Source: an optimization exercise on an open RTL-to-GDS flow (aim: small area). Production flows keep margins and buffers that such runs may drop. In this exercise RTL edits were held to simulation tests only and were not proved equivalent to the original. Power figures rest on the tool's default switching activity, not on a simulated workload.

==> flow/flow/run.sh <==
#!/bin/bash
# The standard layout (standard.sh) with these synthesis changes only:
#  - multipliers are Booth-encoded and adders keep Yosys's default carry logic:
#    SYNTH_OPERATIONS_ARGS="-booth"
#    replaces ORFS's "-extra-map lcu_kogge_stone.v";
#  - no full/half-adder cell extraction (empty ADDER_MAP_FILE);
#  - abc maps logic with an area-oriented script (flow/abc_area.script:
#    Yosys's default liberty-mapping script with extra AIG rewriting and
#    area recovery) instead of ORFS's abc_area.script.
# The ORFS scripts are used from a copy in which only abc_area.script differs.
# Registers are mapped exactly as in the standard synthesis.
set -euo pipefail
rm -rf scripts_mod
cp -r "$FLOW_HOME/scripts" scripts_mod
cp flow/abc_area.script scripts_mod/abc_area.script
export SYNTH_OPERATIONS_ARGS="-booth"
export ADDER_MAP_FILE=""
bash standard.sh SCRIPTS_DIR="$PWD/scripts_mod" finish > standard.log 2>&1
==> flow/flow/abc_area.script <==
strash
&get -n
&fraig -x
&put
scorr
dc2
dretime
strash
balance
rewrite
refactor
balance
rewrite
rewrite -z
balance
refactor -z
rewrite -z
balance
dc2
balance
rewrite
refactor
balance
rewrite
rewrite -z
balance
refactor -z
rewrite -z
balance
dc2
strash
&get -n
&dch -f
&nf -R 1000
&put
strash
&get -n
&dch -f
&nf -R 1000
&put
==> flow/standard.sh <==
#!/bin/bash
# synth_recipe.tcl (not shown) runs the flow's synth.tcl, then flattens the netlist and writes it again
# the make line also repeats each setting of config.mk as NAME=value (left out here)
make -C /OpenROAD-flow-scripts/flow DESIGN_CONFIG=/design/flow/config.mk WORK_HOME=/design/flow/orfs CLKGATE_MAP_FILE= SYNTH_SCRIPT=/design/flow/synth_recipe.tcl "${@:-finish}"
==> flow/config.mk <==
export PLATFORM = sky130hd
export DESIGN_NAME = top
export DESIGN_NICKNAME = top
export VERILOG_FILES = /design/flow/design.v
export SDC_FILE = /design/flow/constraint.sdc
export NUM_CORES = 4
export LEC_CHECK = 0
export ABC_AREA = 1
export CAP_MARGIN = 20
export CORE_MARGIN = 2
export CORE_UTILIZATION = 55
export CTS_BUF_LIST = sky130_fd_sc_hd__clkbuf_16
export CTS_CLUSTER_DIAMETER = 100
export CTS_CLUSTER_SIZE = 25
export GPL_ROUTABILITY_DRIVEN = 0
export GPL_TIMING_DRIVEN = 0
export SLEW_MARGIN = 20
==> flow/constraint.sdc <==
create_clock -name core_clock -period 20.0 [get_ports {clk}]
set_input_delay 4.0000 -clock core_clock [delete_from_list [all_inputs] [get_ports {clk}]]
set_output_delay 4.0000 -clock core_clock [all_outputs]
set_load 0.01 [all_outputs]
==> flow/design.v <==
module clk_rec_zerox #(
    parameter IN_WIDTH = 7,
    parameter OSR = 8
)(
    input  wire                       clk,
    input  wire                       rst,
    input  wire                       sample_en,
    input  wire                       enable,
    input  wire signed [IN_WIDTH-1:0] diff_phase_in,
    output reg symbol_sample_tick,
    output reg out_bit
);
    reg signed [IN_WIDTH-1:0] sample_previous;
    reg [3:0] sample_counter;
    reg sample_valid;
    always @(posedge clk) begin
        if (!rst) begin
            sample_previous <= 0;
            sample_valid <= 0;
        end else if (sample_en) begin
            sample_previous <= diff_phase_in;
            sample_valid <= 1;
        end
    end
    localparam IDLE = 2'b00, SP_cross = 2'b01, SP_wait = 2'b10, SP_out = 2'b11;
    reg [1:0] state, next_state;
    always @(posedge clk)
        state <= (!rst) ? IDLE : next_state;
    always @(posedge clk) begin
        if (!rst) begin
            next_state <= IDLE;
        end else if (sample_en) begin
            case (state)
                IDLE:     next_state <= (enable && sample_valid &&
                                         (diff_phase_in[IN_WIDTH-1] != sample_previous[IN_WIDTH-1])) ? SP_cross : IDLE;
                SP_cross: next_state <= SP_wait;
                SP_wait:  next_state <= (sample_counter == OSR-1) ? SP_out : SP_wait;
                default:  next_state <= SP_wait;
            endcase
        end
    end
    always @(posedge clk) begin
        if (!rst) begin
            sample_counter <= OSR >> 1;
        end else if (sample_en) begin
            case (state)
                IDLE:     if (enable) sample_counter <= (sample_counter == OSR) ? 4'd1 : sample_counter + 4'd1;
                SP_cross: sample_counter <= (OSR >> 1) + 1;
                SP_wait:  sample_counter <= sample_counter + 4'd1;
                default:  sample_counter <= 4'd1;
            endcase
        end
    end
    always @(posedge clk) begin
        if (!rst) begin
            out_bit <= 1'b0;
            symbol_sample_tick <= 1'b0;
        end else if (sample_en) begin
            symbol_sample_tick <= (sample_counter == OSR-1) ? 1'b1 : 1'b0;
            out_bit <= (symbol_sample_tick) ? (((diff_phase_in + sample_previous) >>> 1) > 0) : out_bit;
        end
    end
endmodule
module varicode_lut (
    input enable,
    input [9:0] varicode, 
    output reg [7:0] ascii  
);
    always @(*) begin
        if(enable==1) begin
        case(varicode)
            10'b1:          ascii = 8'h20;
            10'b111111111:  ascii = 8'h21; 
            10'b101011111:  ascii = 8'h22; 
            10'b111110101:  ascii = 8'h23; 
            10'b111011011:  ascii = 8'h24; 
            10'b1011010101: ascii = 8'h25; 
            10'b1010111011: ascii = 8'h26; 
            10'b101111111:  ascii = 8'h27; 
            10'b11111011:   ascii = 8'h28; 
            10'b11110111:   ascii = 8'h29; 
            10'b101101111:  ascii = 8'h2a; 
            10'b111011111:  ascii = 8'h2b; 
            10'b1110101:    ascii = 8'h2c; 
            10'b110101:     ascii = 8'h2d; 
            10'b1010111:    ascii = 8'h2e; 
            10'b110101111:  ascii = 8'h2f; 
            10'b10110111:   ascii = 8'h30; 
            10'b10111101:   ascii = 8'h31; 
            10'b11101101:   ascii = 8'h32; 
            10'b11111111:   ascii = 8'h33; 
            10'b101110111:  ascii = 8'h34; 
            10'b101011011:  ascii = 8'h35; 
            10'b101101011:  ascii = 8'h36; 
            10'b110101101:  ascii = 8'h37; 
            10'b110101011:  ascii = 8'h38; 
            10'b110110111:  ascii = 8'h39; 
            10'b11110101:   ascii = 8'h3a; 
            10'b110111101:  ascii = 8'h3b; 
            10'b111101101:  ascii = 8'h3c; 
            10'b1010101:    ascii = 8'h3d;
            10'b111010111:  ascii = 8'h3e;
            10'b1010101111: ascii = 8'h3f;
            10'b1010111101: ascii = 8'h40;
            10'b1111101:    ascii = 8'h41;
            10'b11101011:   ascii = 8'h42;
            10'b10101101:   ascii = 8'h43;
            10'b10110101:   ascii = 8'h44;
            10'b1110111:    ascii = 8'h45;
            10'b11011011:   ascii = 8'h46;
            10'b11111101:   ascii = 8'h47;
            10'b101010101:  ascii = 8'h48;
            10'b1111111:    ascii = 8'h49;
            10'b111111101:  ascii = 8'h4a;
            10'b101111101:  ascii = 8'h4b;
            10'b11010111:   ascii = 8'h4c;
            10'b10111011:   ascii = 8'h4d;
            10'b11011101:   ascii = 8'h4e;
            10'b10101011:   ascii = 8'h4f;
            10'b11010101:   ascii = 8'h50;
            10'b111011101:  ascii = 8'h51;
            10'b10101111:   ascii = 8'h52;
            10'b1101111:    ascii = 8'h53;
            10'b1101101:    ascii = 8'h54;
            10'b101010111:  ascii = 8'h55;
            10'b110110101:  ascii = 8'h56;
            10'b101011101:  ascii = 8'h57;
            10'b101110101:  ascii = 8'h58;
            10'b101111011:  ascii = 8'h59;
            10'b1010101101: ascii = 8'h5a;
            10'b111110111:  ascii = 8'h5b;
            10'b111101111:  ascii = 8'h5c;
            10'b111111011:  ascii = 8'h5d;
            10'b1010111111: ascii = 8'h5e;
            10'b101101101:  ascii = 8'h5f;
            10'b1011011111: ascii = 8'h60;
            10'b1011:       ascii = 8'h61;
            10'b1011111:    ascii = 8'h62;
            10'b101111:     ascii = 8'h63;
            10'b101101:     ascii = 8'h64;
            10'b11:         ascii = 8'h65;
            10'b111101:     ascii = 8'h66;
            10'b1011011:    ascii = 8'h67;
            10'b101011:     ascii = 8'h68;
            10'b1101:       ascii = 8'h69;
            10'b111101011:  ascii = 8'h6a;
            10'b10111111:   ascii = 8'h6b;
            10'b11011:      ascii = 8'h6c;
            10'b111011:     ascii = 8'h6d;
            10'b1111:       ascii = 8'h6e;
            10'b111:        ascii = 8'h6f;
            10'b111111:     ascii = 8'h70;
            10'b110111111:  ascii = 8'h71;
            10'b10101:      ascii = 8'h72;
            10'b10111:      ascii = 8'h73;
            10'b101:        ascii = 8'h74;
            10'b110111:     ascii = 8'h75;
            10'b1111011:    ascii = 8'h76;
            10'b1101011:    ascii = 8'h77;
            10'b11011111:   ascii = 8'h78;
            10'b1011101:    ascii = 8'h79;
            10'b111010101:  ascii = 8'h7a;
            10'b1010110111: ascii = 8'h7b;
            10'b110111011:  ascii = 8'h7c;
            10'b1010110101: ascii = 8'h7d;
            10'b1011010111: ascii = 8'h7e;
            10'b1110110101: ascii = 8'h7f;
            default:        ascii = 8'h00;   
        endcase
        end
        else begin
            ascii = 8'h00; 
        end
    end
endmodule
module varicode_decoder (
    input wire clk,
    input wire rst,
    input wire sample_en,
    input wire bit_in,
    input wire bit_valid,
    output wire [7:0] char_out,
    output reg char_valid
);
    reg [11:0] shift_reg;
    reg [3:0] bit_count;
    reg [9:0] vnext;
    reg [7:0] ascii_r;
    wire [7:0] ascii;
    varicode_lut u_varicode_lut (
        .enable   (1'b1),
        .varicode (vnext),
        .ascii    (ascii)
    );
    assign char_out = ascii_r;
    localparam IDLE = 3'b000, RECV = 3'b001, END_CHECK = 3'b010, DECODE = 3'b011;
    reg [2:0] state;
    wire step = bit_valid && sample_en;
    always @(posedge clk or negedge rst) begin
        if (!rst) begin
            state <= IDLE;
        end else if (step) begin
            case (state)
                IDLE:      state <= ((shift_reg[1:0] == 2'b00) && (bit_in != 0)) ? RECV : IDLE;
                RECV:      state <= bit_in ? RECV : END_CHECK;
                END_CHECK: state <= bit_in ? RECV : DECODE;
                DECODE:    state <= bit_in ? RECV : IDLE;
                default:   state <= IDLE;
            endcase
        end
    end
    always @(posedge clk) begin
        if (!rst) shift_reg <= 12'hfff;
        else if (step) shift_reg <= {shift_reg[10:0], bit_in};
    end
    always @(*) begin
        case (bit_count - 4'd1)
            4'd1: vnext = {9'd0, shift_reg[2]};
            4'd2: vnext = {8'd0, shift_reg[3:2]};
            4'd3: vnext = {7'd0, shift_reg[4:2]};
            4'd4: vnext = {6'd0, shift_reg[5:2]};
            4'd5: vnext = {5'd0, shift_reg[6:2]};
            4'd6: vnext = {4'd0, shift_reg[7:2]};
            4'd7: vnext = {3'd0, shift_reg[8:2]};
            4'd8: vnext = {2'd0, shift_reg[9:2]};
            4'd9: vnext = {1'd0, shift_reg[10:2]};
            4'd10: vnext = shift_reg[11:2];
            default: vnext = 10'd0;
        endcase
    end
    always @(posedge clk) begin
        if (!rst) begin
            bit_count <= 0;
            ascii_r <= 8'd0;
            char_valid <= 0;
        end else if (step) begin
            case (state)
                IDLE: begin
                    bit_count <= 0;
                    ascii_r <= 8'd0;
                    char_valid <= 0;
                end
                RECV, END_CHECK: begin
                    bit_count <= bit_count + 4'd1;
                    ascii_r <= 8'd0;
                    char_valid <= 0;
                end
                DECODE: begin
                    bit_count <= 0;
                    ascii_r <= ascii;
                    char_valid <= 1;
                end
                default: begin
                    bit_count <= 0;
                    if (char_valid) ascii_r <= 8'd0;
                end
            endcase
        end
    end
endmodule
module top (
    input  clk,
    input  rst,
    input  en,
    input  signed [7:0] adc_in,
    output wire [7:0] char_out,
    output wire char_valid,
    output wire signed [15:0] I_out,
    output wire signed [15:0] Q_out,
    output wire sweep_done,
    output wire signed [6:0] freq,
    output wire bit_tick,
    output wire bit_out
);
    reg [4:0] c20;
    reg [5:0] c40;
    reg [3:0] c10;
    reg en20, en800, en8000;
    wire w20 = (c20 == 5'd19);
    wire w40 = (c40 == 6'd39);
    wire w10 = (c10 == 4'd9);
    always @(posedge clk or negedge rst) begin
        if (!rst) begin
            c20 <= 0; c40 <= 0; c10 <= 0;
            en20 <= 0; en800 <= 0; en8000 <= 0;
        end else begin
            c20 <= w20 ? 5'd0 : c20 + 5'd1;
            if (w20) c40 <= w40 ? 6'd0 : c40 + 6'd1;
            if (w20 && w40) c10 <= w10 ? 4'd0 : c10 + 4'd1;
            en20   <= w20;
            en800  <= w20 && w40;
            en8000 <= w20 && w40 && w10;
        end
    end
    wire fhead = (c10 == 4'd0) && (c40 == 6'd0);
    wire f_mac = (c10 == 4'd9) && (c40 == 6'd17) && (c20 == 5'd11);   
    localparam IDLE = 3'd1, START_SWEEP = 3'd2, ACCUMULATE = 3'd3, NEXT_FREQ = 3'd4,
               DONE_SWEEP = 3'd5, START_MIXING = 3'd6, MIXING = 3'd7;
    reg [2:0] st;
    reg [5:0] scount;
    reg [3:0] sidx, bcode, ccode;
    reg [32:0] eacc, ebest;
    reg sflag, sdone;
    reg [27:0] mag;
    wire cvalid;
    function [15:0] sweep_steps(input [3:0] idx);
        case (idx)
            4'd0: sweep_steps = 16'd4386;
            4'd1: sweep_steps = 16'd4410;
            4'd2: sweep_steps = 16'd4432;
            4'd3: sweep_steps = 16'd4454;
            4'd4: sweep_steps = 16'd4476;
            4'd5: sweep_steps = 16'd4500;
            4'd6: sweep_steps = 16'd4522;
            4'd7: sweep_steps = 16'd4546;
            4'd8: sweep_steps = 16'd4568;
            4'd9: sweep_steps = 16'd4590;
            4'd10: sweep_steps = 16'd4612;
            default: sweep_steps = 16'd0;
        endcase
    endfunction
    always @(posedge clk or negedge rst) begin
        if (!rst) st <= IDLE;
        else if (en20) begin
            case (st)
                IDLE:         st <= START_SWEEP;
                START_SWEEP:  st <= ACCUMULATE;
                ACCUMULATE:   st <= (scount == 6'd50) ? NEXT_FREQ : ACCUMULATE;
                NEXT_FREQ:    st <= (sidx == 4'd10) ? DONE_SWEEP : START_SWEEP;
                DONE_SWEEP:   st <= START_MIXING;
                START_MIXING: st <= MIXING;
                MIXING:       st <= MIXING;
                default:      st <= IDLE;
            endcase
        end
    end
    always @(posedge clk) begin
        if (st == IDLE) begin
            scount <= 0; eacc <= 0; sidx <= 0; ebest <= 0;
            bcode <= 4'd15; ccode <= 4'd15; sflag <= 0; sdone <= 0;
        end else if (st == ACCUMULATE && cvalid) begin
            scount <= scount + 6'd1;
            eacc   <= eacc + mag;
            ccode  <= sidx;
            sflag  <= 0; sdone <= 0;
        end else if (st == ACCUMULATE && en20) begin
            sflag  <= 0; sdone <= 0;
        end else if (st == NEXT_FREQ && en20) begin
            if (eacc > ebest) begin
                ebest <= eacc;
                bcode <= sidx;
            end
            ccode <= sidx;
            sflag <= 1; sdone <= 0;
        end else if (st == START_SWEEP && en20) begin
            scount <= 0;
            sidx   <= sidx + 4'd1;
            eacc   <= 0;
            ccode  <= sidx;
            sflag  <= 0; sdone <= 0;
        end else if (st == DONE_SWEEP && en20) begin
            scount <= 0;
            sidx   <= 0;
            ccode  <= bcode;
            sflag  <= 0; sdone <= 1;
        end
    end
    assign sweep_done = sdone;
    reg [3:0] ds;
    always @(posedge clk or negedge rst) begin
        if (!rst) ds <= 4'd0;
        else if (ds == 4'd10) ds <= sflag ? 4'd11 : 4'd1;
        else if (ds == 4'd11) ds <= 4'd1;
        else ds <= ds + 4'd1;
    end
    wire ds_done = (ds == 4'd10);
    wire ds_load = (ds == 4'd0) || (ds == 4'd10) || (ds == 4'd11);
    reg [15:0] pacc;
    wire [15:0] fword = sweep_steps(ccode);
    wire [15:0] padd = pacc + (ds_done ? fword : 16'd29536);
    always @(posedge clk or negedge rst) begin
        if (!rst) pacc <= 16'd0;
        else if (ds == 4'd11) pacc <= 16'd0;
        else if (ds_done || (pacc > 16'd36000)) pacc <= padd;
    end
    wire q_le1 = (pacc <= 16'd9000);
    wire q_le2 = (pacc <= 16'd18000);
    wire q_le3 = (pacc <= 16'd27000);
    wire ssign = !q_le2;
    wire csign = !q_le1 && q_le3;
    reg [23:0] dz;
    reg [7:0] dd;
    reg [1:0] qd;
    reg [23:0] zk;
    reg inva, invb;
    always @(*) begin
        inva = 1'b0; invb = 1'b0;
        if (ds == 4'd1) begin
            case (qd)
                2'd0: zk = 24'd0;
                2'd1: begin zk = 24'd4608000; inva = 1'b1; end
                2'd2: begin zk = 24'd4608000; invb = 1'b1; end
                default: begin zk = 24'd9216000; inva = 1'b1; end
            endcase
        end else begin
            case (ds[2:0])
                3'd2: zk = 24'd1152000;
                3'd3: zk = 24'd680075;
                3'd4: zk = 24'd359325;
                3'd5: zk = 24'd182400;
                3'd6: zk = 24'd91550;
                3'd7: zk = 24'd45825;
                3'd0: zk = 24'd22925;
                default: zk = 24'd11450;
            endcase
            invb = ~dz[23];
        end
    end
    wire [23:0] dz_n = (dz ^ {24{inva}}) + (zk ^ {24{invb}}) + {23'd0, inva | invb};
    always @(posedge clk) begin
        if (ds_load) begin
            dz <= {pacc, 8'd0};
            qd <= q_le1 ? 2'd0 : q_le2 ? 2'd1 : q_le3 ? 2'd2 : 2'd3;
        end else begin
            dz <= dz_n;
            if (ds >= 4'd2 && ds <= 4'd9) dd <= {dd[6:0], dz[23]};
        end
    end
    reg [15:0] xy;
    always @(*) begin
        case (dd)
      8'd0: xy = 16'hef62;
      8'd1: xy = 16'hf162;
      8'd2: xy = 16'hf263;
      8'd3: xy = 16'hf463;
      8'd4: xy = 16'hf563;
      8'd5: xy = 16'hf763;
      8'd6: xy = 16'hf863;
      8'd7: xy = 16'hfa63;
      8'd8: xy = 16'hfc63;
      8'd9: xy = 16'hfd63;
      8'd10: xy = 16'hff63;
      8'd11: xy = 16'h0063;
      8'd12: xy = 16'h0263;
      8'd13: xy = 16'h0363;
      8'd14: xy = 16'h0563;
      8'd15: xy = 16'h0663;
      8'd16: xy = 16'h0863;
      8'd17: xy = 16'h0963;
      8'd18: xy = 16'h0b63;
      8'd19: xy = 16'h0d63;
      8'd20: xy = 16'h0e62;
      8'd21: xy = 16'h1062;
      8'd22: xy = 16'h1162;
      8'd23: xy = 16'h1362;
      8'd24: xy = 16'h1461;
      8'd25: xy = 16'h1661;
      8'd26: xy = 16'h1761;
      8'd27: xy = 16'h1960;
      8'd28: xy = 16'h1a60;
      8'd29: xy = 16'h1c5f;
      8'd30: xy = 16'h1d5f;
      8'd31: xy = 16'h1f5e;
      8'd32: xy = 16'h1f5e;
      8'd33: xy = 16'h215e;
      8'd34: xy = 16'h225d;
      8'd35: xy = 16'h245d;
      8'd36: xy = 16'h255c;
      8'd37: xy = 16'h275b;
      8'd38: xy = 16'h285b;
      8'd39: xy = 16'h2a5a;
      8'd40: xy = 16'h2b5a;
      8'd41: xy = 16'h2c59;
      8'd42: xy = 16'h2e58;
      8'd43: xy = 16'h2f57;
      8'd44: xy = 16'h3157;
      8'd45: xy = 16'h3256;
      8'd46: xy = 16'h3355;
      8'd47: xy = 16'h3554;
      8'd48: xy = 16'h3653;
      8'd49: xy = 16'h3753;
      8'd50: xy = 16'h3852;
      8'd51: xy = 16'h3a51;
      8'd52: xy = 16'h3b50;
      8'd53: xy = 16'h3c4f;
      8'd54: xy = 16'h3d4e;
      8'd55: xy = 16'h3f4d;
      8'd56: xy = 16'h404c;
      8'd57: xy = 16'h414b;
      8'd58: xy = 16'h424a;
      8'd59: xy = 16'h4349;
      8'd60: xy = 16'h4448;
      8'd61: xy = 16'h4647;
      8'd62: xy = 16'h4746;
      8'd63: xy = 16'h4845;
      8'd64: xy = 16'h4548;
      8'd65: xy = 16'h4647;
      8'd66: xy = 16'h4746;
      8'd67: xy = 16'h4844;
      8'd68: xy = 16'h4943;
      8'd69: xy = 16'h4a42;
      8'd70: xy = 16'h4b41;
      8'd71: xy = 16'h4c40;
      8'd72: xy = 16'h4d3f;
      8'd73: xy = 16'h4e3d;
      8'd74: xy = 16'h4f3c;
      8'd75: xy = 16'h503b;
      8'd76: xy = 16'h513a;
      8'd77: xy = 16'h5238;
      8'd78: xy = 16'h5337;
      8'd79: xy = 16'h5336;
      8'd80: xy = 16'h5435;
      8'd81: xy = 16'h5533;
      8'd82: xy = 16'h5632;
      8'd83: xy = 16'h5731;
      8'd84: xy = 16'h572f;
      8'd85: xy = 16'h582e;
      8'd86: xy = 16'h592c;
      8'd87: xy = 16'h5a2b;
      8'd88: xy = 16'h5a2a;
      8'd89: xy = 16'h5b28;
      8'd90: xy = 16'h5b27;
      8'd91: xy = 16'h5c25;
      8'd92: xy = 16'h5d24;
      8'd93: xy = 16'h5d22;
      8'd94: xy = 16'h5e21;
      8'd95: xy = 16'h5e1f;
      8'd96: xy = 16'h5e1f;
      8'd97: xy = 16'h5f1d;
      8'd98: xy = 16'h5f1c;
      8'd99: xy = 16'h601a;
      8'd100: xy = 16'h6019;
      8'd101: xy = 16'h6117;
      8'd102: xy = 16'h6116;
      8'd103: xy = 16'h6114;
      8'd104: xy = 16'h6213;
      8'd105: xy = 16'h6211;
      8'd106: xy = 16'h6210;
      8'd107: xy = 16'h620e;
      8'd108: xy = 16'h630d;
      8'd109: xy = 16'h630b;
      8'd110: xy = 16'h6309;
      8'd111: xy = 16'h6308;
      8'd112: xy = 16'h6306;
      8'd113: xy = 16'h6305;
      8'd114: xy = 16'h6303;
      8'd115: xy = 16'h6302;
      8'd116: xy = 16'h6300;
      8'd117: xy = 16'h63ff;
      8'd118: xy = 16'h63fd;
      8'd119: xy = 16'h63fc;
      8'd120: xy = 16'h63fa;
      8'd121: xy = 16'h63f8;
      8'd122: xy = 16'h63f7;
      8'd123: xy = 16'h63f5;
      8'd124: xy = 16'h63f4;
      8'd125: xy = 16'h63f2;
      8'd126: xy = 16'h62f1;
      8'd127: xy = 16'h62ef;
      8'd128: xy = 16'h6210;
      8'd129: xy = 16'h620e;
      8'd130: xy = 16'h630d;
      8'd131: xy = 16'h630b;
      8'd132: xy = 16'h630a;
      8'd133: xy = 16'h6308;
      8'd134: xy = 16'h6307;
      8'd135: xy = 16'h6305;
      8'd136: xy = 16'h6303;
      8'd137: xy = 16'h6302;
      8'd138: xy = 16'h6300;
      8'd139: xy = 16'h63ff;
      8'd140: xy = 16'h63fd;
      8'd141: xy = 16'h63fc;
      8'd142: xy = 16'h63fa;
      8'd143: xy = 16'h63f9;
      8'd144: xy = 16'h63f7;
      8'd145: xy = 16'h63f6;
      8'd146: xy = 16'h63f4;
      8'd147: xy = 16'h63f2;
      8'd148: xy = 16'h62f1;
      8'd149: xy = 16'h62ef;
      8'd150: xy = 16'h62ee;
      8'd151: xy = 16'h62ec;
      8'd152: xy = 16'h61eb;
      8'd153: xy = 16'h61e9;
      8'd154: xy = 16'h61e8;
      8'd155: xy = 16'h60e6;
      8'd156: xy = 16'h60e5;
      8'd157: xy = 16'h5fe3;
      8'd158: xy = 16'h5fe2;
      8'd159: xy = 16'h5ee0;
      8'd160: xy = 16'h5ee0;
      8'd161: xy = 16'h5ede;
      8'd162: xy = 16'h5ddd;
      8'd163: xy = 16'h5ddb;
      8'd164: xy = 16'h5cda;
      8'd165: xy = 16'h5bd8;
      8'd166: xy = 16'h5bd7;
      8'd167: xy = 16'h5ad5;
      8'd168: xy = 16'h5ad4;
      8'd169: xy = 16'h59d3;
      8'd170: xy = 16'h58d1;
      8'd171: xy = 16'h57d0;
      8'd172: xy = 16'h57ce;
      8'd173: xy = 16'h56cd;
      8'd174: xy = 16'h55cc;
      8'd175: xy = 16'h54ca;
      8'd176: xy = 16'h53c9;
      8'd177: xy = 16'h53c8;
      8'd178: xy = 16'h52c7;
      8'd179: xy = 16'h51c5;
      8'd180: xy = 16'h50c4;
      8'd181: xy = 16'h4fc3;
      8'd182: xy = 16'h4ec2;
      8'd183: xy = 16'h4dc0;
      8'd184: xy = 16'h4cbf;
      8'd185: xy = 16'h4bbe;
      8'd186: xy = 16'h4abd;
      8'd187: xy = 16'h49bc;
      8'd188: xy = 16'h48bb;
      8'd189: xy = 16'h47b9;
      8'd190: xy = 16'h46b8;
      8'd191: xy = 16'h45b7;
      8'd192: xy = 16'h48ba;
      8'd193: xy = 16'h47b9;
      8'd194: xy = 16'h46b8;
      8'd195: xy = 16'h44b7;
      8'd196: xy = 16'h43b6;
      8'd197: xy = 16'h42b5;
      8'd198: xy = 16'h41b4;
      8'd199: xy = 16'h40b3;
      8'd200: xy = 16'h3fb2;
      8'd201: xy = 16'h3db1;
      8'd202: xy = 16'h3cb0;
      8'd203: xy = 16'h3baf;
      8'd204: xy = 16'h3aae;
      8'd205: xy = 16'h38ad;
      8'd206: xy = 16'h37ac;
      8'd207: xy = 16'h36ac;
      8'd208: xy = 16'h35ab;
      8'd209: xy = 16'h33aa;
      8'd210: xy = 16'h32a9;
      8'd211: xy = 16'h31a8;
      8'd212: xy = 16'h2fa8;
      8'd213: xy = 16'h2ea7;
      8'd214: xy = 16'h2ca6;
      8'd215: xy = 16'h2ba5;
      8'd216: xy = 16'h2aa5;
      8'd217: xy = 16'h28a4;
      8'd218: xy = 16'h27a4;
      8'd219: xy = 16'h25a3;
      8'd220: xy = 16'h24a2;
      8'd221: xy = 16'h22a2;
      8'd222: xy = 16'h21a1;
      8'd223: xy = 16'h1fa1;
      8'd224: xy = 16'h1fa1;
      8'd225: xy = 16'h1da0;
      8'd226: xy = 16'h1ca0;
      8'd227: xy = 16'h1a9f;
      8'd228: xy = 16'h199f;
      8'd229: xy = 16'h179e;
      8'd230: xy = 16'h169e;
      8'd231: xy = 16'h149e;
      8'd232: xy = 16'h139d;
      8'd233: xy = 16'h119d;
      8'd234: xy = 16'h109d;
      8'd235: xy = 16'h0e9d;
      8'd236: xy = 16'h0d9c;
      8'd237: xy = 16'h0b9c;
      8'd238: xy = 16'h099c;
      8'd239: xy = 16'h089c;
      8'd240: xy = 16'h069c;
      8'd241: xy = 16'h059c;
      8'd242: xy = 16'h039c;
      8'd243: xy = 16'h029c;
      8'd244: xy = 16'h009c;
      8'd245: xy = 16'hff9c;
      8'd246: xy = 16'hfd9c;
      8'd247: xy = 16'hfc9c;
      8'd248: xy = 16'hfa9c;
      8'd249: xy = 16'hf89c;
      8'd250: xy = 16'hf79c;
      8'd251: xy = 16'hf59c;
      8'd252: xy = 16'hf49c;
      8'd253: xy = 16'hf29c;
      8'd254: xy = 16'hf19d;
      8'd255: xy = 16'hef9d;
        endcase
    end
    wire [7:0] lx = xy[15:8];
    wire [7:0] ly = xy[7:0];
    reg signed [7:0] nsin, cosr;
    reg done_d, ssign_d;
    always @(posedge clk) begin
        done_d <= ds_done;
        if (ds_done) begin
            ssign_d <= ssign;
            cosr <= csign ? 8'd0 - lx : lx;
        end
        if (done_d) nsin <= ssign_d ? ly : 8'd0 - ly;
    end
    reg [1:0] enr;
    reg [7:0] dcnt;
    reg dvalid, cvalid_r;
    wire de = en20 && enr[1] && (dcnt == 8'd199);
    always @(posedge clk or negedge rst) begin
        if (!rst) begin
            enr <= 0; dcnt <= 0; dvalid <= 0; cvalid_r <= 0;
        end else begin
            if (en20) enr <= {enr[0], en};
            if (en20 && enr[1]) dcnt <= (dcnt == 8'd199) ? 8'd0 : dcnt + 8'd1;
            dvalid   <= de;
            cvalid_r <= dvalid;
        end
    end
    assign cvalid = cvalid_r;
    reg tick_d;
    reg en_d, enr0_d, de_d;
    reg signed [7:0] adc_d;
    always @(posedge clk or negedge rst) begin
        if (!rst) tick_d <= 1'b0;
        else tick_d <= en20;
    end
    always @(posedge clk) begin
        en_d <= en; enr0_d <= enr[0]; de_d <= de; adc_d <= adc_in;
    end
    wire u_int0 = en20 ? en : (tick_d && en_d);
    wire u_int1 = en20 ? enr[0] : (tick_d && enr0_d);
    wire u_de   = en20 ? de : (tick_d && de_d);
    wire signed [7:0] m_a = en20 ? adc_in : adc_d;
    wire signed [7:0] m_b = en20 ? cosr : nsin;
    wire signed [15:0] mix = m_a * m_b;
    reg zr_d;
    always @(posedge clk) zr_d <= ~rst;
    wire zr = ~rst | zr_d;
    reg [30:0] int0_0, int0_1, facc_0, facc_1, fprev_0, fprev_1;
    reg [15:0] h1_0, h1_1, h2_0, h2_1, dreg_0, dreg_1;
    wire [30:0] gk = facc_0 - fprev_0;
    wire [30:0] int0_n = (zr ? 31'd0 : int0_0) + (u_int0 ? {{15{mix[15]}}, mix} : 31'd0);
    wire [30:0] facc_n = ((u_de | zr) ? 31'd0 : facc_0) + (u_int1 ? int0_0 : 31'd0);
    always @(posedge clk) begin
        int0_0 <= int0_1;  int0_1 <= int0_n;
        facc_0 <= facc_1;  facc_1 <= facc_n;
        fprev_0 <= fprev_1; fprev_1 <= zr ? 31'd0 : u_de ? facc_0 : fprev_0;
        h1_0 <= h1_1;      h1_1 <= zr ? 16'd0 : u_de ? gk[30:15] : h1_0;
        h2_0 <= h2_1;      h2_1 <= zr ? 16'd0 : u_de ? h1_0 : h2_0;
        dreg_0 <= dreg_1;  dreg_1 <= zr ? 16'd0 : u_de ? h2_0 : dreg_0;
    end
    wire [15:0] combI = dreg_0;
    wire [15:0] combQ = dreg_1;
    wire ins = en && en8000;       
    reg [3:0] wptr;
    wire [3:0] rho = c20[3:0] + {c40[1:0], 2'b00};
    reg [4:0] nval;
    reg insf;
    reg [15:0] holdI, holdQ;
    reg [255:0] ringI, ringQ;
    wire wr = insf && (rho == wptr);
    always @(posedge clk or negedge rst) begin
        if (!rst) begin
            wptr <= 0; nval <= 0; insf <= 0;
        end else begin
            if (ins) begin
                insf <= 1'b1;
                if (nval != 5'd16) nval <= nval + 5'd1;
            end else if (wr) begin
                insf <= 1'b0;
                wptr <= wptr - 4'd1;
            end
        end
    end
    wire capI = (mph == 2'd1) && (pb == 4'd12) && (rho == 4'd0);
    wire capQ = (mph == 2'd2) && (pb == 4'd15) && !mtog;
    always @(posedge clk) begin
        if (ins) holdI <= combI;
        else if (capI) holdI <= {2'b00, acc[30:17]};
        if (ins) holdQ <= combQ;
        else if (capQ) holdQ <= {2'b00, acc[30:17]};
        ringI <= {ringI[239:0], wr ? holdI : ringI[255:240]};
        ringQ <= {ringQ[239:0], wr ? holdQ : ringQ[255:240]};
    end
    wire [15:0] tapI = ringI[255:240];
    wire [15:0] tapQ = ringQ[255:240];
    wire [3:0] jl = rho - wptr - 4'd1;
    wire jv = ({1'b0, jl} < nval);
    reg [12:0] hc;
    always @(*) begin
        case (jl)
            4'd0, 4'd15: hc = 13'd173;
            4'd1, 4'd14: hc = 13'd288;
            4'd2, 4'd13: hc = 13'd548;
            4'd3, 4'd12: hc = 13'd1001;
            4'd4, 4'd11: hc = 13'd1691;
            4'd5, 4'd10: hc = 13'd2633;
            4'd6, 4'd9:  hc = 13'd3787;
            default:     hc = 13'd5053;
        endcase
    end
    reg [30:0] acc;
    reg [1:0] mph;       
    reg [3:0] pb;
    reg mtog;
    reg [13:0] Iout, Qout;
    wire hb = hc[pb];
    wire [15:0] tap = mph[0] ? tapQ : tapI;
    wire [13:0] mop = mtog ? holdQ[13:0] : holdI[13:0];
    wire mbit = (pb <= 4'd13) ? mop[pb] : 1'b0;
    reg [30:0] term;
    reg [30:0] abase;
    reg tneg;
    always @(*) begin
        term = 31'd0;
        abase = acc;
        tneg = 1'b0;
        if (mph[1] == 1'b0) begin
            if (hb && jv) term = {{15{tap[15]}}, tap};
            if (rho == 4'd0) abase = (pb == 4'd12) ? 31'd0 : {acc[29:0], 1'b0};
        end else if (mph == 2'd2) begin
            if (mbit) term = {{17{mop[13]}}, mop};
            tneg = mbit && (pb == 4'd13);
            if (!mtog) abase = (pb == 4'd15) ? 31'd0 : {acc[29:0], 1'b0};
        end
    end
    wire [30:0] asum = abase + (term ^ {31{tneg}}) + {30'd0, tneg};
    always @(posedge clk) acc <= asum;
    always @(posedge clk or negedge rst) begin
        if (!rst) begin
            mph <= 2'd3; pb <= 0; mtog <= 0;
        end else if (f_mac) begin
            mph <= 2'd0; pb <= 4'd12; mtog <= 0;
        end else if (mph[1] == 1'b0) begin
            if (rho == 4'd15) begin
                if (pb == 4'd0) begin
                    mph <= mph + 2'd1;
                    pb  <= mph[0] ? 4'd15 : 4'd12;
                end else pb <= pb - 4'd1;
            end
        end else if (mph == 2'd2) begin
            mtog <= ~mtog;
            if (mtog) begin
                if (pb == 4'd0) mph <= 2'd3;
                else pb <= pb - 4'd1;
            end
        end
    end
    always @(posedge clk) begin
        if (!rst) begin
            Iout <= 0; Qout <= 0; mag <= 0;
        end else if (ins) begin
            Iout <= holdI[13:0]; Qout <= holdQ[13:0]; mag <= acc[27:0];
        end
    end
    assign I_out = {{2{Iout[13]}}, Iout};
    assign Q_out = {{2{Qout[13]}}, Qout};
    reg [8:0] aref;
    always @(*) begin
        case ({I_out[15], Q_out[15]})
            2'b00: aref = 9'd0;
            2'b10: aref = 9'd90;
            2'b11: aref = 9'd180;
            default: aref = 9'd270;
        endcase
    end
    wire vload = fhead && (c20 == 5'd15);
    reg [15:0] X, Y;
    reg [3:0] vp;
    reg cx, cy, vs;
    wire [2:0] vi = vp[2:0] - 3'd1;
    wire [3:0] lim = 4'd15 - rho;
    wire [3:0] tpos = ({1'b0, vi} < lim) ? {1'b0, vi} : lim;
    wire xt = X[tpos];
    wire yt = Y[tpos];
    wire k0 = (rho == 4'd0);
    wire vs_n = k0 ? ~Y[15] : vs;
    reg xa, xb, xc0, ya, yb, yc0;
    always @(*) begin
        if (vp == 4'd0) begin
            xb = 1'b0; yb = 1'b0;
            case ({Iout[13], Qout[13]})
                2'b00: begin xa = X[0];  xc0 = 1'b0; ya = Y[0];  yc0 = 1'b0; end
                2'b10: begin xa = Y[0];  xc0 = 1'b0; ya = ~X[0]; yc0 = 1'b1; end
                2'b11: begin xa = ~X[0]; xc0 = 1'b1; ya = ~Y[0]; yc0 = 1'b1; end
                default: begin xa = ~Y[0]; xc0 = 1'b1; ya = X[0]; yc0 = 1'b0; end
            endcase
        end else begin
            xa = X[0]; xb = vs_n ? yt : ~yt; xc0 = ~vs_n;
            ya = Y[0]; yb = vs_n ? ~xt : xt; yc0 = vs_n;
        end
    end
    wire xci = k0 ? xc0 : cx;
    wire yci = k0 ? yc0 : cy;
    wire xs = xa ^ xb ^ xci;
    wire ys = ya ^ yb ^ yci;
    reg [15:0] Z;
    reg cz;
    reg [15:0] vang;
    always @(*) begin
        case (vi)
            3'd0: vang = 16'd11520;
            3'd1: vang = 16'd6800;
            3'd2: vang = 16'd3593;
            3'd3: vang = 16'd1824;
            3'd4: vang = 16'd915;
            3'd5: vang = 16'd458;
            default: vang = 16'd229;
        endcase
    end
    wire za_ = Z[0];
    wire zb_ = (vang[rho] & (vp[3] == 1'b0)) ^ ~vs_n;
    wire zci = k0 ? ~vs_n : cz;
    wire zs = (vp == 4'd0) ? 1'b0 : (vp[3] ? Z[0] : (za_ ^ zb_ ^ zci));
    always @(posedge clk) begin
        if (vload) begin
            X <= I_out; Y <= Q_out;
        end else begin
            X <= {xs, X[15:1]};
            Y <= {ys, Y[15:1]};
        end
        cx <= (xa & xb) | (xa & xci) | (xb & xci);
        cy <= (ya & yb) | (ya & yci) | (yb & yci);
        vs <= vs_n;
        Z <= {zs, Z[15:1]};
        cz <= (za_ & zb_) | (za_ & zci) | (zb_ & zci);
    end
    always @(posedge clk or negedge rst) begin
        if (!rst) vp <= 4'd8;
        else if (vload) vp <= 4'd0;
        else if (rho == 4'd15 && vp[3] == 1'b0) vp <= vp + 4'd1;
    end
    wire [8:0] zl = {Z[15], Z[15:8]};
    reg [3:0] actc;
    always @(posedge clk or negedge rst) begin
        if (!rst) actc <= 0;
        else if (en800 && sdone && actc != 4'd9) actc <= actc + 4'd1;
    end
    reg [8:0] aabs;    
    always @(*) begin
        case (actc)
            4'd0, 4'd1, 4'd2: aabs = 9'd0;
            4'd3: aabs = 9'd2;
            4'd4: aabs = 9'd6;
            4'd5: aabs = 9'd13;
            4'd6: aabs = 9'd27;
            4'd7: aabs = 9'd53;
            4'd8: aabs = 9'd98;
            default: aabs = zl;
        endcase
    end
    wire [8:0] cphase = aabs[8] ? aref : aabs[7:0] + aref;
    reg [8:0] prev_phase;
    reg signed [6:0] freq_origin;
    always @(posedge clk) begin
        if (!rst) begin
            freq_origin <= 0;
            prev_phase  <= 0;
        end else if (en8000 && sdone) begin
            if (({cphase[8], cphase[7]} == 2'b00) && (prev_phase[8] == 1))
                freq_origin <= (cphase - prev_phase) + 360;
            else if ((cphase[8] == 1) && ({prev_phase[8], prev_phase[7]} == 2'b00))
                freq_origin <= (cphase - prev_phase) - 360;
            else
                freq_origin <= cphase - prev_phase;
            prev_phase <= cphase;
        end
    end
    assign freq = freq_origin;
    clk_rec_zerox u_clk_rec_zerox (
        .clk(clk), .rst(rst), .sample_en(en8000), .enable(sdone),
        .diff_phase_in(freq_origin), .symbol_sample_tick(bit_tick), .out_bit(bit_out));
    varicode_decoder u_varicode_decoder (
        .clk(clk), .rst(rst), .sample_en(en8000), .bit_in(bit_out), .bit_valid(bit_tick),
        .char_out(char_out), .char_valid(char_valid));
endmodule
==> qor.yml, run 1 <==
run_status:
  status: "timing/DRC/antenna clean"
die:
  row_count: 106
  ios: 62
  start_util: 0.557
  core-area_um2: 84000
  die_h_um: 296
  dieArea_um2: 87400
  fp.dieW_um: 296
sta:
  max_freq_mhz: 64.1
  fin_ws_ns: 4.39
  relSlewSlack: 0.273
  drv_slew: 0
  min_period_over_period: 0.781
  hold_viol: 0
  tightest_slew_ns: 1.09
  fin_setup_tns_ns: 0
  rsz0062_at_grt: "no"
  layout_min_cycle_time_ns: 15.61
  finalClockSkew_ns: 0.0603
  setup_viol_count_final: 0
route:
  drt_pass1_iterations: 8
  wl_per_cell_um: 15.9
  route.met3.wl_um: 4010
  detail-route-antenna-nets: 0
  drt_iter0_markers: 2407
  wl_met2_um: 41800
  met1_length_um: 47700
  drc: 0
  viasPerCell: 5.51
  wirelength_um: 96000
  num_vias: 33200
  top_layer: "met4"
logic_synthesis:
  netlist_instances: 4704
  netlist_area_um2: 46800
  ys_async_sr_fraction: 0.0625
  ys_ff_latch: 1279
  synth_ff_type: "dfxtp_1"
  yosysWarnings: 4
  synth_edf_count: 59
  yosysSeqAreaShare: 0.569
  synth_nets: 4715
  ys_types: 69
  synth_area_per_cell_um2: 9.94
power_and_ir_drop:
  vdd_drop_max_mv: 0.0842
  p_leak_nw: 19.4
  power_density_nw_per_um2: 76.7
worst_setup_path:
  regToRegSetupSlack_ns: 7.46
  max_stage_delay_ns: 0.86
  worstSetupPathType: "input port to flop"
  worst_setup_path_start_kind: "input port"
  cp_num_buf_inv: 5
  crit_top_cell: "maj3_1"
  r2r_cells: 51
  worstPathRequired_ns: 20.60
  cpMaxStageDelayCell: "clkinv_1"
  r2r-start: "en20$_DFF_PN0_"
  endpoint: "facc_1[30]$_DFF_P_"
  path_depth: 48
  rr_endpoint: "facc_1[30]$_DFF_P_"
  end_kind: "flop"
  critical_path.startpoint: "rst"
  path_delay_family: "adder cells"
  worstPathArrival_ns: 16.21
  cp_max_fo: 98
final_layout:
  drive_above_1_share: 0.0299
  nets: 4872
  fin_area_um2: 51200
  top_regs: "ringI: 256 flops, ringQ: 256 flops"
  instances_no_fill: 6020
  area_growth_pct: 9.54
  utilization: 0.610
  diodes: 0
cts:
  clock_path_buffers: 3
  clk_latency_ns: 0.70
  cts.sinks: 1279
  hold_buffers: 0
  cts_resized: 0
  cts_setup_buffers: 0
  path_clk_slew_ns: 0.09
  cts-buffers-inserted: 58
  cts_max_level: 2
  cts_tree: "built"
  cts-root-buf: "clkbuf_16"
grt:
  grt_max_degree: 99
  grt_pass1_wl_um: 157000
  gr-total-overflow: 0
  grt_pass1_vias: 30400
  antenna_found_initial: 2
  grt_usage: 0.218
hold_path:
  min_path_type: "flop to flop"
place:
  dpl_worst_slack_ns: 3.61
  dp.cells: 5935
  placed_area_um2: 49500
  dp_hpwl_um: 66600
  numPortBuffers: 60
run:
  cap_viol_max_count: 0
-- cell families after synthesis --
logic type / synth area share
DFF: 0.569
buffers and inverters: 0.0105
and+or+nand+nor: 0.144
muxes: 0.0309
AOI/OAI and AO/OA: 0.146
other: 0.0000802
xor gates and xnor gates: 0.0844
adders and majority gates: 0.0150
-- report_power, final --
group	total [mW]	switching (mW)	internal [mW]	leakage [nW]
Sequential	2.57	0.000905	2.56	10.7
Combinational	0.0361	0.0242	0.0118	7.73
Clock	1.33	0.784	0.544	0.889
Total	3.93	0.809	3.12	19.4
-- worst min-delay path by stage --
| stage | start | end | slack, ns | cells after the start |
|---|---|---|---|---|
| CTS | fprev_1[9]$_SDFF_PP0_ | fprev_0[9]$_DFF_P_ | 0.27 | 0 |
| global route | fprev_1[9]$_SDFF_PP0_ | fprev_0[9]$_DFF_P_ | 0.30 | 0 |
| floorplan | Z[1]$_DFF_P_ | Z[0]$_DFF_P_ | 0.31 | 0 |
| global placement | h1_1[15]$_SDFF_PP0_ | h1_0[15]$_DFF_P_ | 0.31 | 0 |
| detailed placement | ringQ[236]$_DFF_P_ | ringQ[252]$_DFF_P_ | 0.31 | 0 |
| finish | fprev_1[9]$_SDFF_PP0_ | fprev_0[9]$_DFF_P_ | 0.28 | 0 |
-- cell usage after synthesis, types with 5 or more instances --
library cell | instances | area (um^2)
a21oi_1 | 278 | 1390
nand2b_1 | 52 | 325
xnor2_1 | 263 | 2300
a21boi_0 | 11 | 82.6
maj3_1 | 70 | 701
o41ai_1 | 6 | 52.6
nor4_1 | 22 | 138
mux2i_1 | 78 | 781
a31oi_1 | 52 | 325
dfrtp_1 | 76 | 1900
xor2_1 | 185 | 1620
a21o_1 | 22 | 165
a32oi_1 | 5 | 43.8
o211ai_1 | 19 | 143
and3_1 | 44 | 275
clkinv_1 | 121 | 454
edfxtp_1 | 59 | 1770
nand2_1 | 491 | 1840
a22o_1 | 102 | 893
or3_1 | 17 | 106
o22ai_1 | 52 | 325
nand4b_1 | 5 | 43.8
a32o_1 | 7 | 70.1
or2_0 | 22 | 138
o21ai_0 | 319 | 1600
o221ai_1 | 6 | 52.6
nor3b_1 | 7 | 52.6
a221oi_1 | 10 | 87.6
o311ai_0 | 5 | 43.8
nand3_1 | 55 | 275
a22oi_1 | 54 | 405
and2_0 | 41 | 257
a211oi_1 | 54 | 405
o31ai_1 | 10 | 75.1
nor3_1 | 76 | 380
nor2_1 | 646 | 2420
dfxtp_1 | 1140 | 22800
mux2_1 | 55 | 619
buf_4 | 5 | 37.5
o21bai_1 | 6 | 45.0
o32ai_1 | 14 | 123
nand4_1 | 23 | 144
o21a_1 | 20 | 150
nor2b_1 | 43 | 269
-- routing by layer --
| layer | vias up | track usage |
|---|---|---|
| met1 | 15500 | 0.319 |
| met4 | 0 | 0.0527 |
| li1 | 16700 | - |
| met2 | 719 | 0.345 |
| met5 | - | 0 |
| met3 | 200 | 0.0244 |
-- worst register-to-register path, delay by kind of cell, from the launching register on --
kind / cells / cell delay [ns]
flip-flops: 1 / 0.60
adder cells (fa/ha/maj): 12 / 4.63
XOR/XNOR: 1 / 0.12
AO/OA/AOI/OAI: 17 / 3.73
buffers and inverters: 5 / 0.86
AND/OR/NAND/NOR: 16 / 2.53
-- area by class of cell --
cell class,count,area [um^2]
clock inverter,26,214
fill,7249,32700
multi-input combinational,3299,19800
inverter,121,454
tap,1134,1420
buffer,5,37.5
timing repair buffer,97,1180
sequential,1279,26600
clock buffer,59,1480
-- placed cells by master, fill, tap and decap left out, types with 36 or more instances in the layout --
cell type / Yosys / routed
dfxtp_1: 1140 / 1140
edfxtp_1: 59 / 59
a21oi_1: 278 / 277
a211oi_1: 54 / 53
and3_1: 44 / 44
nand2_1: 491 / 488
mux2_1: 55 / 55
nor2_1: 646 / 643
a31oi_1: 52 / 52
xor2_1: 185 / 185
xnor2_1: 263 / 262
nand3_1: 55 / 55
o22ai_1: 52 / 52
clkinv_1: 121 / 121
nand2b_1: 52 / 52
clkdlybuf4s50_1: 0 / 59
clkbuf_16: 0 / 59
a22oi_1: 54 / 54
nor3_1: 76 / 74
o21ai_0: 319 / 315
maj3_1: 70 / 70
nor2b_1: 43 / 42
and2_0: 41 / 36
a22o_1: 102 / 101
mux2i_1: 78 / 70
dfrtp_1: 76 / 74
-- through the flow --
| stage | power, mW | hold slack [ns] |
|---|---|---|
| floorplan | 2.64 | 0.310 |
| global placement | 2.66 | 0.310 |
| detailed placement | 2.66 | 0.312 |
| CTS | 3.98 | 0.273 |
| global route | 4.08 | 0.304 |
| finish | 3.93 | 0.281 |
==> run 2, diff against run 1 <==
--- a/flow/config.mk
+++ b/flow/config.mk
@@ -12,6 +12,4 @@
 export CTS_BUF_LIST = sky130_fd_sc_hd__clkbuf_16
 export CTS_CLUSTER_DIAMETER = 100
 export CTS_CLUSTER_SIZE = 25
-export GPL_ROUTABILITY_DRIVEN = 0
-export GPL_TIMING_DRIVEN = 0
 export SLEW_MARGIN = 20
==> qor.yml, run 2 <==
run_status:
  status: "timing/DRC/antenna clean"
final_layout:
  final_cell_mix: "dfxtp_1 (1140), nor2_1 (643), nand2_1 (490)"
  drive_above_1_share: 0.0286  # -0.00129
  area_growth_pct: 8.82
  nets: 4878  # +0.12%
  layout_commonest_cell: "dfxtp_1"
  top_regs: "ringI: 256 flops, ringQ: 256 flops"
logic_synthesis:
  ys_async_sr_fraction: 0.0625  # unchanged
  netlist.top_cell.by_area: "dfxtp_1"
  synth_ff_type: "dfxtp_1"
  yosysSeqAreaShare: 0.569  # unchanged
  netlist_area_um2: 46800  # unchanged
  synth_edf_count: 59  # unchanged
  yosys-top-cells-count: "dfxtp_1 (1140), nor2_1 (646), nand2_1 (491)"
  synth_nets: 4715  # unchanged
  synth_area_per_cell_um2: 9.94  # unchanged
  synth.most_common_cell: "dfxtp_1"
  netlist_instances: 4704  # unchanged
  ys_ff_latch: 1279  # unchanged
  synth_area_leaders: "dfxtp_1 (49%), nor2_1 (5.2%), xnor2_1 (4.9%)"
  synth_top_area_share: 0.488  # unchanged
  ys_types: 69  # unchanged
  yosysWarnings: 4  # unchanged
grt:
  grt_max_degree: 76  # -23%
  gr-total-overflow: 0  # unchanged
  grt_usage: 0.224  # +0.00665
  grt_pass1_wl_um: 160000  # +2.2%
  grt_pass1_vias: 30300  # -0.41%
  antenna_found_initial: 3  # +1
worst_setup_path:
  worstPathRequired_ns: 20.56  # -0.04 ns
  crit_top_cell: "maj3_1"
  cpMaxStageDelayCell: "buf_4"
  max_stage_delay_ns: 0.70  # -0.16 ns
  end_kind: "flop"
  critical_path.startpoint: "rst"
  cp_max_fo: 71  # -28%
  worstPathArrival_ns: 15.21  # -1.00 ns
  worst_setup_path_start_kind: "input port"
  worstSetupPathType: "input port to flop"
  r2r-start: "c20[0]$_DFF_PN0_"
cts:
  path_clk_slew_ns: 0.11  # +0.02 ns
  cts_max_level: 2  # unchanged
  cts_tree: "built"
  cts_resized: 0  # unchanged
  clk_latency_ns: 0.68  # -0.02 ns
  cts-buffers-inserted: 59  # +1.7%
  cts.sinks: 1279  # unchanged
  cts_setup_buffers: 0  # unchanged
  cts-root-buf: "clkbuf_16"
  hold_buffers: 0  # unchanged
  clock_path_buffers: 3  # unchanged
die:
  row_count: 106  # unchanged
  core-area_um2: 84000  # unchanged
  fp.dieW_um: 296  # unchanged
  ios: 62  # unchanged
  dieArea_um2: 87400  # unchanged
  die_h_um: 296  # unchanged
  start_util: 0.557  # unchanged
power_and_ir_drop:
  p_int_mw: 3.12  # about the same
  seqPwrFrac: 0.651  # -0.002
  power_density_nw_per_um2: 77.4  # +0.94%
  p_leak_nw: 19.3  # -0.46%
  switching_share: 0.208  # +0.00186
  vdd_drop_max_mv: 0.0953  # +13%
  pwr-share-clk: 0.340  # +0.002
  power_mw: 3.94  # +0.27%
  p_sw_mw: 0.819  # +1.2%
  comb_power_share: 0.009  # about the same
route:
  num_vias: 33000  # -0.60%
  drt_pass1_iterations: 6  # -2
  viasPerCell: 5.47  # -0.78%
  wl_per_cell_um: 16.5  # +3.5%
  drt_iter0_markers: 2245  # -6.7%
  drc: 0  # unchanged
  wirelength_um: 99500  # +3.7%
  detail-route-antenna-nets: 0  # unchanged
sta:
  rsz0062_at_grt: "no"
  hold_viol: 0  # unchanged
  tightest_slew_ns: 1.13  # +0.0484 ns
  relSlewSlack: 0.238  # -0.0354
  fin_setup_tns_ns: 0  # unchanged
  layout_min_cycle_time_ns: 14.65  # -0.960 ns
  finalClockSkew_ns: 0.0518  # -0.00849 ns
  max_freq_mhz: 68.3  # +6.6%
  min_period_over_period: 0.733  # -0.0480
  setup_viol_count_final: 0  # unchanged
  drv_slew: 0  # unchanged
place:
  dp_hpwl_um: 68800  # +3.3%
  numPortBuffers: 60  # unchanged
  gp_congestion: 0.949
hold_path:
  min_path_type: "flop to flop"
  min_from: "ringI[31]$_DFF_P_"
run:
  cap_viol_max_count: 0  # unchanged
run 2: kinds of logic (layout without fill, tap and decap cells):
group	after synthesis	count (layout)	synth area share
and+or+nand+nor	1554	1554	0.144
DFF	1279	1279	0.569
AOI/OAI and AO/OA	1090	1090	0.146
xor gates and xnor gates	449	449	0.0844
muxes	135	135	0.0309
buffers and inverters	126	318	0.0105
adders and majority gates	70	70	0.0150
other	1	2	0.0000802
run 2: critical path, delay by kind of cell:
| kind | cells | cell delay [ns] |
|---|---|---|
| xor+xnor | 1 | 0.11 |
| compound gates | 13 | 2.60 |
| fa+ha+maj | 12 | 4.57 |
| simple gates | 13 | 1.63 |
| buf+inv | 6 | 2.14 |
run 2: power groups by stage:
stage	Clock (mW)	Combinational, mW	Sequential [mW]
floorplan	0	0.0186	2.62
global placement	0	0.0338	2.62
detailed placement	0	0.0342	2.62
CTS	1.39	0.0342	2.57
global route	1.48	0.0377	2.57
finish	1.34	0.0337	2.57
run 2: layout make-up:
type                       instances  area, um^2
clock buffer                      59        1480
fill                            7272       33100
timing repair buffer             107         955
clock inverter                    31         230
inverter                         121         454
multi-input combinational       3299       19800
tap                             1134        1420
sequential                      1279       26600
antenna                            1        2.50
run 2: metal layers:
layer	part of all wire	routed length, um	up-vias	track usage
met2	0.44	43600	635	0.352
met1	0.50	50100	15400	0.333
met5	0	0	-	0
li1	-	-	16700	-
met4	0.021	2100	0	0.0532
met3	0.037	3710	141	0.0232
run 2: stage by stage:
step / worst slack (ns) / hold WS, ns / util / area (um^2) / instances
after floorplan: 0.172 / 0.310 / - / 46800 / 4704
after global placement: 4.67 / 0.309 / 0.586 / 49200 / 5940
after detailed placement: 4.61 / 0.312 / 0.586 / 49200 / 5940
after CTS: 5.33 / 0.288 / 0.606 / 50900 / 6030
after global routing: 4.32 / 0.300 / 0.606 / 50900 / 6030
final: 5.35 / 0.295 / 0.606 / 50900 / 6031
run 2: final timing paths:
path	to	slack, ns	depth (start not counted)
hold reg to reg	ringI[47]$_DFF_P_	0.29	0
setup reg to reg	acc[30]$_DFF_P_	7.83	63
hold / removal	ringI[47]$_DFF_P_	0.29	0
setup / recovery	facc_1[30]$_DFF_P_	5.35	45
min in group asynchronous	u_varicode_decoder.state[1]$_DFFE_PN0P_	3.33	1
max in group asynchronous	nval[0]$_DFFE_PN0P_	14.99	3
==> run 3, diff against run 2 <==
--- a/flow/flow/abc_area.script
+++ b/flow/flow/abc_area.script
@@ -38,3 +38,8 @@
 &dch -f
 &nf -R 1000
 &put
+strash
+&get -n
+&dch -f
+&nf -R 1000
+&put
==> qor.yml, run 3 <==
worst_setup_path:
  rr_endpoint: "acc[30]$_DFF_P_"
  cpMaxStageDelayCell: "clkinv_1"
  worstSetupPathType: "input port to flop"
  critical_path.startpoint: "rst"
  end_kind: "flop"
  r2r_cells: 49  # -22%
  cp_max_fo: 62  # -13%
  max_stage_delay_ns: 0.75  # +0.05 ns
  r2r-start: "c20[0]$_DFF_PN0_"
  worstPathArrival_ns: 14.80  # -0.41 ns
  regToRegSetupSlack_ns: 5.95  # -1.88 ns
  worst_setup_path_start_kind: "input port"
  worstPathRequired_ns: 20.55  # about the same
final_layout:
  top_regs: "ringI: 256 flops, ringQ: 256 flops"
  area_growth_pct: 8.60
  final_cell_mix: "dfxtp_1 (1140), nor2_1 (572), nand2_1 (502)"
  diodes: 0  # -1
  instances_no_fill: 5997  # -0.56%
  nets: 4849  # -0.59%
  fin_area_um2: 50800  # -0.22%
  drive_above_1_share: 0.0267  # -0.00186
  layout_commonest_cell: "dfxtp_1"
grt:
  grt_pass1_wl_um: 159000  # -0.71%
  grt_usage: 0.222  # -0.00248
  grt_max_degree: 75  # -1.3%
  gr-total-overflow: 0  # unchanged
  antenna_found_initial: 2  # -1
  grt_pass1_vias: 30600  # +1.1%
logic_synthesis:
  synth_area_per_cell_um2: 10.0  # +0.62%
  synth_area_leaders: "dfxtp_1 (49%), xnor2_1 (4.8%), nor2_1 (4.6%)"
  synth_fa_ha_area_frac: 0.0141  # -0.000853
  synth_compound_area_frac: 0.146  # -0.000236
  synth.most_common_cell: "dfxtp_1"
  synth_ff_type: "dfxtp_1"
  synth_xor_area_frac: 0.0826  # -0.00177
  synthSimpleGateAreaFrac: 0.143  # -0.00192
  ys_types: 67  # -2.9%
  muxShareOfSynthArea: 0.0361  # +0.00522
  yosysWarnings: 4  # unchanged
  yosys-top-cells-count: "dfxtp_1 (1140), nor2_1 (574), nand2_1 (503)"
  ys_ff_latch: 1279  # unchanged
  netlist_instances: 4674  # -0.64%
  netlist_area_um2: 46800  # about the same
  synth_top_area_share: 0.488  # about the same
  netlist.top_cell.by_area: "dfxtp_1"
  synth_nets: 4685  # -0.64%
  yosysSeqAreaShare: 0.569  # about the same
  synth_top_family_by_area: "compound AO/OA/AOI/OAI gates"
  synth_edf_count: 59  # unchanged
  ys_async_sr_fraction: 0.0625  # unchanged
route:
  viasPerCell: 5.47  # about the same
  top_layer: "met4"
  wirelength_um: 97700  # -1.9%
  detail-route-antenna-nets: 0  # unchanged
  met1_length_um: 48200  # -3.8%
  route.met3.wl_um: 3520  # -5.2%
  drt_pass1_iterations: 6  # unchanged
  wl_per_cell_um: 16.3  # -1.3%
  num_vias: 32800  # -0.51%
  drc: 0  # unchanged
  wl_met2_um: 43800  # +0.37%
  drt_iter0_markers: 1880  # -16%
die:
  core-area_um2: 84000  # unchanged
  die_h_um: 296  # about the same
  fp.dieW_um: 296  # about the same
  start_util: 0.557  # about the same
  row_count: 106  # unchanged
  ios: 62  # unchanged
  dieArea_um2: 87400  # about the same
sta:
  fin_setup_tns_ns: 0  # unchanged
  min_period_over_period: 0.713  # -0.0197
  layout_min_cycle_time_ns: 14.26  # -0.395 ns
  max_freq_mhz: 70.1  # +2.8%
  relSlewSlack: 0.326  # +0.0883
  drv_slew: 0  # unchanged
  setup_viol_count_final: 0  # unchanged
  tightest_slew_ns: 1.01  # -0.124 ns
  hold_viol: 0  # unchanged
  finalClockSkew_ns: 0.0287  # -0.0231 ns
  rsz0062_at_grt: "no"
cts:
  cts_tree: "built"
  cts_resized: 0  # unchanged
  path_clk_slew_ns: 0.10  # about the same
  cts_max_level: 2  # unchanged
  hold_buffers: 0  # unchanged
  cts-buffers-inserted: 57  # -3.4%
  clock_path_buffers: 3  # unchanged
  cts.sinks: 1279  # unchanged
  cts-root-buf: "clkbuf_16"
  cts_setup_buffers: 0  # unchanged
  clk_latency_ns: 0.68  # about the same
hold_path:
  min_from: "ringI[96]$_DFF_P_"
  min_path_type: "flop to flop"
  holdPathStages: 0  # unchanged
  min_to: "ringI[112]$_DFF_P_"
run:
  cap_viol_max_count: 0  # unchanged
place:
  gp_congestion: 0.916  # -3.5%
  numPortBuffers: 60  # unchanged
  placed_area_um2: 49200  # about the same
  dp.cells: 5913  # -0.45%
  dp_hpwl_um: 68000  # -1.1%
run_status:
  status: "timing/DRC/antenna clean"
power_and_ir_drop:
  vdd_drop_max_mv: 0.0845  # -11%
  p_leak_nw: 19.3  # +0.35%
  power_density_nw_per_um2: 76.6  # -1.1%
-- run 3: how the worst max path moves through the flow --
stage,to,slack [ns]
6_report,facc_1[30]$_DFF_P_,5.74
5_1_grt,facc_1[30]$_DFF_P_,4.60
4_1_cts,facc_1[30]$_DFF_P_,5.63
3_5_place_dp,facc_1[30]$_DFF_P_,4.96
3_3_place_gp,facc_1[30]$_DFF_P_,5.09
2_1_floorplan,facc_1[30]$_DFF_P_,3.09
-- run 3: cell families (layout without fill, tap and decap cells) --
group | after synthesis | count (layout)
simple gates | 1513 | 1513
flops | 1279 | 1279
compound gates | 1096 | 1096
xor+xnor | 441 | 441
mux | 159 | 159
buf+inv | 119 | 308
fa+ha+maj | 66 | 66
other cells | 1 | 1
-- run 3: layout make-up --
type / instances / area [um^2]
clock inverters: 27 / 168
repair buffers: 110 / 977
flip-flops and latches: 1279 / 26600
well taps: 1134 / 1420
clock buffers: 57 / 1430
multi-input cells: 3276 / 19800
inverters: 114 / 428
fillers: 7214 / 33200
-- run 3: where the power goes --
part | switching, mW | internal (mW)
logic | 0.0221 | 0.00850
clock network | 0.770 | 0.523
registers | 0.000994 | 2.56
total | 0.793 | 3.10
-- run 3: critical path, delay by kind of cell --
kind	cells	cell delay, ns
fa+ha+maj	9	3.24
compound gates	18	3.55
simple gates	13	1.81
buf+inv	5	1.83
xor+xnor	2	0.27
-- run 3: layer usage --
metal / vias up / track usage
met5: - / 0
met4: 0 / 0.0550
met3: 147 / 0.0228
met2: 549 / 0.360
met1: 15400 / 0.319
li1: 16700 / -
-- run 3: through the flow --
step | setup slack (ns) | hold WS, ns | power (mW) | util
after floorplan | 3.09 | 0.310 | 2.64 | -
after global placement | 5.09 | 0.310 | 2.66 | 0.586
after detailed placement | 4.96 | 0.312 | 2.66 | 0.586
after CTS | 5.63 | 0.317 | 3.94 | 0.605
after global routing | 4.60 | 0.327 | 4.03 | 0.605
final | 5.74 | 0.310 | 3.89 | 0.605
==> run 4, diff against run 3 <==
--- a/flow/config.mk
+++ b/flow/config.mk
@@ -9,7 +9,7 @@
 export CAP_MARGIN = 20
 export CORE_MARGIN = 2
 export CORE_UTILIZATION = 55
-export CTS_BUF_LIST = sky130_fd_sc_hd__clkbuf_16
+export CTS_BUF_LIST = sky130_fd_sc_hd__clkbuf_8 sky130_fd_sc_hd__clkbuf_16
 export CTS_CLUSTER_DIAMETER = 100
 export CTS_CLUSTER_SIZE = 25
 export SLEW_MARGIN = 20
==> qor.yml, run 4 <==
run_status:
  status: "timing/DRC/antenna clean"
cts:
  cts_resized: 0  # unchanged
  clock_path_buffers: 3  # unchanged
  cts.sinks: 1279  # unchanged
  path_clk_slew_ns: 0.10  # about the same
  cts_setup_buffers: 0  # unchanged
  clk_latency_ns: 0.68  # about the same
  cts_tree: "built"
  cts-root-buf: "clkbuf_16"
route:
  viasPerCell: 5.48  # +0.26%
  detail-route-antenna-nets: 0  # unchanged
  drc: 0  # unchanged
  drt_iter0_markers: 1975  # +5.1%
  drt_pass1_iterations: 6  # unchanged
  num_vias: 32900  # +0.26%
sta:
  drv_slew: 0  # unchanged
  hold_viol: 0  # unchanged
  tightest_slew_ns: 1.01  # -0.00553 ns
  hold_ws_ns: 0.315  # +0.00467 ns
  relSlewSlack: 0.330  # +0.00369
  finalClockSkew_ns: 0.0298  # +0.00113 ns
  min_period_over_period: 0.713  # about the same
  setup_viol_count_final: 0  # unchanged
final_layout:
  layout_commonest_cell: "dfxtp_1"
  drive_above_1_share: 0.0269  # +0.000206
  instances_no_fill: 5997  # unchanged
  top_regs: "ringI: 256 flops, ringQ: 256 flops"
  utilization: 0.605  # about the same
  nets: 4849  # unchanged
  area_growth_pct: 8.62  # about the same
  final_cell_mix: "dfxtp_1 (1140), nor2_1 (572), nand2_1 (502)"
  fillers: 7212  # -0.028%
worst_setup_path:
  rr_endpoint: "acc[30]$_DFF_P_"
  worst_setup_path_start_kind: "input port"
  worstPathRequired_ns: 20.55  # about the same
  worstPathArrival_ns: 14.81  # about the same
  regToRegSetupSlack_ns: 5.99  # +0.04 ns
  cp_max_fo: 62  # unchanged
  worstSetupPathType: "input port to flop"
  end_kind: "flop"
  r2r_cells: 49  # unchanged
  cpMaxStageDelayCell: "clkinv_1"
place:
  gp_congestion: 0.916  # unchanged
  dp.cells: 5913  # unchanged
  dp_hpwl_um: 68000  # unchanged
  numPortBuffers: 60  # unchanged
logic_synthesis:
  synth_ff_type: "dfxtp_1"
  synth_area_per_cell_um2: 10.0  # unchanged
  netlist.top_cell.by_area: "dfxtp_1"
  synth_edf_count: 59  # unchanged
  yosysWarnings: 4  # unchanged
  ys_types: 67  # unchanged
  synth_top_area_share: 0.488  # unchanged
  synth_area_leaders: "dfxtp_1 (49%), xnor2_1 (4.8%), nor2_1 (4.6%)"
  netlist_instances: 4674  # unchanged
  synth.most_common_cell: "dfxtp_1"
  yosysSeqAreaShare: 0.569  # unchanged
  ys_ff_latch: 1279  # unchanged
hold_path:
  min_to: "ringI[112]$_DFF_P_"
  min_path_type: "flop to flop"
die:
  ios: 62  # unchanged
  row_count: 106  # unchanged
  fp.dieW_um: 296  # unchanged
  start_util: 0.557  # unchanged
  core-area_um2: 84000  # unchanged
  die_h_um: 296  # unchanged
grt:
  grt_max_degree: 75  # unchanged
  grt_pass1_vias: 30600  # -0.020%
  gr-total-overflow: 0  # unchanged
power_and_ir_drop:
  p_leak_nw: 19.4  # about the same
run:
  cap_viol_max_count: 0  # unchanged
run 4: cell types whose count changed in the layout (fill, tap and decap cells not counted):
cell / previous run / this run
clkinv_1: 115 / 114
clkbuf_8: 0 / 1
run 4: worst max-delay path: cells and delay by family:
family / cells / cell delay, ns
AOI/OAI and AO/OA: 18 / 3.55
xor gates and xnor gates: 2 / 0.27
adders and majority gates: 9 / 3.23
buffers and inverters: 5 / 1.84
and+or+nand+nor: 13 / 1.82
run 4: worst max-delay path by stage:
stage,end,from
global placement,facc_1[30]$_DFF_P_,rst
finish,facc_1[30]$_DFF_P_,rst
CTS,facc_1[30]$_DFF_P_,rst
detailed placement,facc_1[30]$_DFF_P_,rst
global route,facc_1[30]$_DFF_P_,rst
floorplan,facc_1[30]$_DFF_P_,rst
run 4: metrics by stage:
step / worst slack (ns) / power [mW]
floorplan: 3.09 / 2.64
global placement: 5.09 / 2.66
detailed placement: 4.96 / 2.66
CTS: 5.63 / 3.94
global route: 4.60 / 4.03
finish: 5.74 / 3.89
run 4: cell type report:
type                    instances  area, um^2  share of cell area
well taps                    1134        1420              0.0279
inverters                     114         428             0.00842
repair buffers                110         977              0.0192
flip-flops and latches       1279       26600               0.524
clock inverters                26         164             0.00323
multi-input cells            3276       19800               0.389
clock buffers                  58        1440              0.0284
run 4: logic make-up (layout without fill, tap and decap cells):
logic type,count (synthesis),after routing,share of synthesized area
other,1,1,0.0000802
adder cells (fa/ha/maj),66,66,0.0141
AND/OR/NAND/NOR,1513,1513,0.143
AO/OA/AOI/OAI,1096,1096,0.146
XOR/XNOR,441,441,0.0826
flip-flops,1279,1279,0.569
multiplexers,159,159,0.0361
buffers and inverters,119,308,0.00995
run 4: per-layer routing:
layer,up-vias,track usage,part of all wire
li1,16700,-,-
met1,15500,0.318,0.49
met2,586,0.360,0.45
met3,154,0.0228,0.036
met4,0,0.0550,0.022
met5,-,0,0
run 4: power breakdown:
part           internal, mW  switching [mW]  total [mW]
registers              2.56         0.00100        2.57
logic               0.00850          0.0221      0.0306
clock network         0.527           0.770        1.30
total                  3.10           0.793        3.89

Re-timed with assumed drivers on the ports (clkbuf_16 on the clock, buf_2 on other inputs), run 4 has 5.765 ns of setup slack against 5.739 ns with ideal ports, and 5.043 ns once port delays also move by the mid clock arrival of 0.722 ns.
